Source: an optimization exercise on an open RTL-to-GDS flow (aim: small area). Production flows keep margins and buffers that such runs may drop.
Where RTL was checked, it was by simulation tests only, not by an equivalence proof against the original.
Power is estimated from default activity; no workload was simulated.

Design asx_soupbintcp_itch, start of the top module:
module asx_soupbintcp_itch (
    input  wire        clk,
    input  wire        rst,
    input  wire        ip_payload_valid,
    input  wire [7:0]  ip_payload_data,
    input  wire        ip_payload_start,
    input  wire        ip_payload_end,
    output wire [15:0] tcp_src_port,
    output wire [15:0] tcp_dst_port,
    output wire [31:0] tcp_seq_num,
    output wire [31:0] tcp_ack_num,
    output wire [3:0] tcp_data_offset,
    output wire [7:0] tcp_flags,
    output wire [15:0] tcp_window,
    output wire tcp_flag_syn,
    output wire tcp_flag_ack,
    output wire tcp_flag_fin,
    output wire tcp_flag_rst,
    output wire tcp_flag_psh,
    output wire tcp_header_valid,
    output wire tcp_parse_error,
    output wire session_active,
    output wire [63:0] session_sequence,
    output wire [7:0] pkt_type,
    output wire pkt_type_valid,
    output wire pkt_heartbeat,
    output wire pkt_login_accepted,
    output wire pkt_login_rejected,
    output wire pkt_end_session,
    output wire [31:0] seq_data_count,
    output wire [31:0] heartbeat_count,
    output wire parse_error,
    output wire msg_valid,
    output wire [7:0] msg_type,
    output wire msg_error,
    output wire [31:0] timestamp,
    output wire [63:0] order_id,
    output wire [31:0] orderbook_id,
    output wire side,
    output wire add_order_valid,
    output wire add_order_start,
    output wire [63:0] quantity,
    output wire [31:0] price,
    output wire [15:0] order_attributes,
    output wire order_executed_valid,
    output wire [63:0] exec_quantity,
    output wire order_cancel_valid,
    output wire order_delete_valid,
    output wire order_replace_valid,
    output wire directory_valid,
    output wire system_event_valid,
    output wire [7:0] event_code,
    output wire [31:0] total_messages,
    output wire [31:0] parse_errors
);
export LEC_CHECK = 0
export CAP_MARGIN = 20
export CORE_MARGIN = 2
export CORE_UTILIZATION = 40
export SLEW_MARGIN = 20
create_clock -name core_clock -period 5.0 [get_ports {clk}]
standard.sh (not shown) runs the stock make flow with config.mk's settings and CLKGATE_MAP_FILE= SYNTH_SCRIPT=/design/flow/synth_recipe.tcl, a recipe that flattens the netlist after the stock synthesis.
==> flow/flow/run.sh <==
#!/bin/bash
# The standard layout (standard.sh) with: the smallest buffer cell on the
# ports, synthesis buffers removed at floorplan, no dummy clock-tree loads.
set -euo pipefail
export BUFFER_PORTS_ARGS="-buffer_cell sky130_fd_sc_hd__buf_1"
export REMOVE_ABC_BUFFERS=1
export CTS_ARGS="-sink_clustering_enable -repair_clock_nets -dont_use_dummy_load -sink_clustering_size 25 -sink_clustering_max_diameter 100"
bash standard.sh > standard_flow.log 2>&1
The starting point ran to the end with no violations.
==> next run, changes <==
--- a/flow/design.v
+++ b/flow/design.v
@@ -49,94 +49,93 @@
     output wire order_replace_valid,
     output wire directory_valid,
     output wire system_event_valid,
     output wire [7:0] event_code,
     output wire [31:0] total_messages,
     output wire [31:0] parse_errors
 );
     reg [7:0] d1;
     always @(posedge clk)
         d1 <= ip_payload_data;
     localparam [1:0] T_IDLE = 2'd0, T_HDR = 2'd1, T_OPT = 2'd2, T_PAY = 2'd3;
     reg [1:0] t_state;
-    reg [5:0] byte_cnt;
+    reg [5:0] tpos;      
     reg       hw1;       
     reg       v1, e1;    
     reg       hdr_valid_r, tcp_err_r;
     wire [7:0] fb0;      
     wire [7:0] fb12;     
     wire [3:0] doff = fb12[7:4];
-    wire [5:0] byte_cnt_inc = byte_cnt + 6'd1;
     always @(posedge clk) begin
         if (rst) begin
             t_state     <= T_IDLE;
             hw1         <= 1'b0;
             v1          <= 1'b0;
             e1          <= 1'b0;
             hdr_valid_r <= 1'b0;
             tcp_err_r   <= 1'b0;
         end else begin
             hw1         <= 1'b0;
             v1          <= 1'b0;
             e1          <= 1'b0;
             hdr_valid_r <= 1'b0;
             tcp_err_r   <= 1'b0;
             case (t_state)
                 T_IDLE:
                     if (ip_payload_valid && ip_payload_start) begin
                         hw1     <= 1'b1;
                         t_state <= T_HDR;
                     end
                 T_HDR:
                     if (ip_payload_valid) begin
                         hw1 <= 1'b1;
-                        if (byte_cnt == 6'd19) begin
+                        if (tpos == 6'd18) begin
                             if (doff > 4'd5) begin
                                 t_state <= T_OPT;
                             end else begin
                                 hdr_valid_r <= 1'b1;
                                 t_state     <= T_PAY;
                             end
                         end
                         if (ip_payload_end) begin
                             tcp_err_r <= 1'b1;
                             t_state   <= T_IDLE;
                         end
                     end
                 T_OPT:
                     if (ip_payload_valid) begin
-                        if (byte_cnt_inc == {doff, 2'b00}) begin
+                        if (tpos == {doff - 4'd1, 2'b10}) begin
                             hdr_valid_r <= 1'b1;
                             t_state     <= T_PAY;
                         end
                         if (ip_payload_end) begin
                             tcp_err_r <= 1'b1;
                             t_state   <= T_IDLE;
                         end
                     end
                 default:
                     if (ip_payload_valid) begin
                         v1 <= 1'b1;
                         e1 <= ip_payload_end;
                         if (ip_payload_end)
                             t_state <= T_IDLE;
                     end
             endcase
         end
     end
     always @(posedge clk) begin
         if (t_state == T_IDLE)
-            byte_cnt <= 6'd1;
+            tpos <= 6'd0;
         else if (ip_payload_valid && (t_state != T_PAY))
-            byte_cnt <= byte_cnt_inc;
+            tpos <= tpos + 6'd1;
     end
     assign tcp_header_valid = hdr_valid_r;
     assign tcp_parse_error  = tcp_err_r;
     localparam [2:0] S_IDLE = 3'd0, S_LSB = 3'd1, S_TYPE = 3'd2,
                      S_PAYF = 3'd3, S_PAY = 3'd4, S_SKIP = 3'd5;
     reg [2:0]  s_state;
     reg [15:0] cnt;      
     reg        sa;
     reg        v2, s2, e2;
     reg        ptv;
     wire [63:0] seq_cnt;
     wire [31:0] hb_cnt;
@@ -294,46 +293,48 @@
     assign msg_error            = msg_error_r;
     assign msg_type             = mt;
     assign add_order_start      = aos_r;
     assign add_order_valid      = msg_valid_r && (mt == 8'h41);
     assign order_executed_valid = msg_valid_r && (mt == 8'h45);
     assign order_cancel_valid   = msg_valid_r && (mt == 8'h58);
     assign order_delete_valid   = msg_valid_r && (mt == 8'h44);
     assign order_replace_valid  = msg_valid_r && (mt == 8'h55);
     assign directory_valid      = msg_valid_r && (mt == 8'h52);
     assign system_event_valid   = msg_valid_r && (mt == 8'h53);
     assign total_messages       = msg_cnt;
     assign parse_errors         = err_cnt;
-    wire       wi = (i_next == I_COUNT) && v1 && s_pay;   
+    wire       wi  = (i_next == I_COUNT) && v1 && s_pay;   
+    wire       wr  = hw1 || wi;
+    wire [5:0] pos = hw1 ? tpos : bc_next;
     reg [7:0]  fb [0:31];
     reg        side_r;
     genvar k;
     generate
         for (k = 0; k < 32; k = k + 1) begin : g_fb
             if (k != 17) begin : g_byte
-                wire we_t = (k < 16) && (k != 1) && hw1 && (byte_cnt == k + 1);
-                wire we_i = (k > 0) && wi && (bc_next == k);
-                wire we_p = (k == 0) && v1 && (s_state == S_TYPE);
+                wire we = (k == 1) ? (wi && (pos == 6'd1))
+                        : (k == 0) ? ((hw1 && (pos == 6'd0)) || (v1 && (s_state == S_TYPE)))
+                        : (wr && (pos == k));
                 always @(posedge clk)
-                    if (we_t || we_i || we_p)
+                    if (we)
                         fb[k] <= d1;
             end
         end
     endgenerate
     reg [7:0] src_lo;
     always @(posedge clk)
-        if (hw1 && (byte_cnt == 6'd2))
+        if (hw1 && (pos == 6'd1))
             src_lo <= d1;
     always @(posedge clk)
-        if (wi && (bc_next == 6'd17))
+        if (wr && (pos == 6'd17))
             side_r <= (d1 == 8'h42);
     assign fb0  = fb[0];
     assign fb12 = fb[12];
     assign tcp_src_port    = {fb[0], src_lo};
     assign tcp_dst_port    = {fb[2], fb[3]};
     assign tcp_seq_num     = {fb[4], fb[5], fb[6], fb[7]};
     assign tcp_ack_num     = {fb[8], fb[9], fb[10], fb[11]};
     assign tcp_data_offset = fb[12][7:4];
     assign tcp_flags       = fb[13];
     assign tcp_window      = {fb[14], fb[15]};
     assign tcp_flag_fin    = fb[13][0];
     assign tcp_flag_syn    = fb[13][1];
After rerunning: The new run finished with timing, DRC and antenna clean. Via count falls by about 3%. Sequential share of layout area increases by 0.70 points. Design area came out lower by 1.3%. Clock-buffer cell count does not change. Routed wire length went up by 5.2%. Sequential power barely changes. Total power rose by about 0.7%. Final cell count went down by 2.1%. Fmax shrinks by 3.3%. Worst setup slack is worse by 140 ps.
Only the layout flow was run in the second run of this note; the RTL was not checked for function there.

## oak
asx_soupbintcp_itch, a different RTL version from the one above (not shown whole).
Size: ~480 flip-flops, ~680 I/O pins, ~20000 sq um of cells after synthesis.
// asx_soupbintcp_itch
module asx_soupbintcp_itch (
    input  wire        clk,
    input  wire        rst,
    input  wire        ip_payload_valid,
    input  wire [7:0]  ip_payload_data,
    input  wire        ip_payload_start,
    input  wire        ip_payload_end,
    output wire [15:0] tcp_src_port,
    output wire [15:0] tcp_dst_port,
    output wire [31:0] tcp_seq_num,
    output wire [31:0] tcp_ack_num,
    output wire [3:0] tcp_data_offset,
    output wire [7:0] tcp_flags,
    output wire [15:0] tcp_window,
    output wire tcp_flag_syn,
    output wire tcp_flag_ack,
    output wire tcp_flag_fin,
    output wire tcp_flag_rst,
    output wire tcp_flag_psh,
    output wire tcp_header_valid,
    output wire tcp_parse_error,
    output wire session_active,
    output wire [63:0] session_sequence,
    output wire [7:0] pkt_type,
    output wire pkt_type_valid,
    output wire pkt_heartbeat,
    output wire pkt_login_accepted,
    output wire pkt_login_rejected,
    output wire pkt_end_session,
    output wire [31:0] seq_data_count,
    output wire [31:0] heartbeat_count,
    output wire parse_error,
    output wire msg_valid,
    output wire [7:0] msg_type,
    output wire msg_error,
    output wire [31:0] timestamp,
    output wire [63:0] order_id,
    output wire [31:0] orderbook_id,
    output wire side,
    output wire add_order_valid,
    output wire add_order_start,
    output wire [63:0] quantity,
    output wire [31:0] price,
    output wire [15:0] order_attributes,
    output wire order_executed_valid,
    output wire [63:0] exec_quantity,
    output wire order_cancel_valid,
    output wire order_delete_valid,
    output wire order_replace_valid,
    output wire directory_valid,
    output wire system_event_valid,
    output wire [7:0] event_code,
    output wire [31:0] total_messages,
    output wire [31:0] parse_errors
);
Settings: LEC_CHECK=0, CAP_MARGIN=20, CORE_MARGIN=2, CORE_UTILIZATION=40, SLEW_MARGIN=20; clock period 5.0 ns.
Scripts as last shown in full above: flow/flow/run.sh
Setup changes, oak to pine
-- flow/design.v --
<<< oak, line 135
    wire [31:0] hb_cnt;
    wire s_pay    = (s_state == S_PAYF) || (s_state == S_PAY);
    wire cnt_last = (cnt == 16'hFFFD);    
    wire gt1      = ~&cnt[15:1];          
    wire d1_H = (d1 == 8'h48);
    wire d1_A = (d1 == 8'h41);
>>> pine, line 135
    wire [31:0] hb_cnt;
    wire s_pay    = (s_state == S_PAYF) || (s_state == S_PAY);
    wire cnt_last = (cnt == 16'd2);
    wire gt1      = |cnt[15:1];
    wire d1_H = (d1 == 8'h48);
    wire d1_A = (d1 == 8'h41);
<<< oak, line 181
        end
    end
    wire [15:0] cnt_inc;
    genvar ci;
    generate
        for (ci = 0; ci < 16; ci = ci + 1) begin : g_cnt_inc
            if (ci == 0) begin : g_first
                assign cnt_inc[ci] = ~cnt[ci];
            end else begin : g_rest
                assign cnt_inc[ci] = cnt[ci] ^ (&cnt[ci-1:0]);
            end
        end
    endgenerate
    always @(posedge clk) begin
        if (v1) begin
            if (s_state == S_IDLE)
                cnt[15:8] <= ~d1;
            else if (s_state == S_LSB)
                cnt[7:6] <= ~d1[7:6];
            else if (s_state != S_TYPE)
                cnt[15:6] <= cnt_inc[15:6];
        end
        if (t_state == T_IDLE)
>>> pine, line 181
        end
    end
    wire [15:0] cnt_dec = cnt - 16'd1;
    always @(posedge clk) begin
        if (v1) begin
            if (s_state == S_IDLE)
                cnt[15:8] <= d1;
            else if (s_state == S_LSB)
                cnt[7:6] <= d1[7:6];
            else if (s_state != S_TYPE)
                cnt[15:6] <= cnt_dec[15:6];
        end
        if (t_state == T_IDLE)
<<< oak, line 205
        else if (t_state != T_PAY) begin
            if (ip_payload_valid)
                cnt[5:0] <= cnt_inc[5:0];
        end else if (v1) begin
            if (s_state == S_LSB)
                cnt[5:0] <= ~d1[5:0];
            else if ((s_state != S_IDLE) && (s_state != S_TYPE))
                cnt[5:0] <= cnt_inc[5:0];
        end
    end
>>> pine, line 195
        else if (t_state != T_PAY) begin
            if (ip_payload_valid)
                cnt[5:0] <= cnt[5:0] + 6'd1;
        end else if (v1) begin
            if (s_state == S_LSB)
                cnt[5:0] <= d1[5:0];
            else if ((s_state != S_IDLE) && (s_state != S_TYPE))
                cnt[5:0] <= cnt_dec[5:0];
        end
    end
==> comparison <==
Both conditions hold for pine: the flow ran to the end and the final layout passed the timing, design-rule and antenna checks.
Taking oak as 1.0, pine lands at 0.945 on maximum frequency.
The data required time at the worst endpoint of oak and that of pine are within noise of each other.
Between oak and pine, part of the cycle the worst path needs is higher for pine, oak comes in under that.
Launch point of the critical path = mt[4]: oak; launch point of the critical path = mt[2]: pine
pine ends up with a post-synthesis compound-gate area fraction that is 0.82 points lower than in oak.
Power per cell area: pine < oak
pine vs oak: slack of the critical path down in pine
Of oak and pine, pine shows the higher post-DP HPWL, with oak below it.
pine vs oak: total via count after detailed routing up in pine
pine -> oak: sequential share of layout area flat
There was hardly any difference in non-clock buffer count in the final layout between oak and pine.
Area after detailed placement of oak is on par with pine.
Vias per cell | pine below oak
Overall power consumption: pine < oak
Function not checked in oak: the RTL went through the layout flow alone.

static timing again, ports no longer ideal:
Ports are ideal in the flow. The routed layouts listed here were re-timed in OpenROAD.
Step 1, drivers: a clkbuf_16 drives clk and a buf_2 each remaining input, both assumed.
Step 2 moves the port delays by t, midway between the first and last clock arrival at a register: inputs arrive t later, outputs are due t later. That takes back most of the time a late clock gives input paths.
a / b / c = no drivers / after step 1 / after step 2; a / b = the first two.
run	t (ns)	setup WS [ns]	worst register clock-pin slew, ns	worst slew at a driven data input, ns	cell pins on the clock port's net
the first run of note 1	0.611	0.990 / 0.990 / 0.990	0.11 / 0.11	0.22	1
the second run of note 1	0.623	0.851 / 0.851 / 0.851	0.11 / 0.11	0.09	1
oak	0.609	1.031 / 1.031 / 1.031	0.11 / 0.11	0.10	1
pine	0.616	0.801 / 0.801 / 0.801	0.10 / 0.10	0.07	1
After both steps every run listed still meets setup and hold.
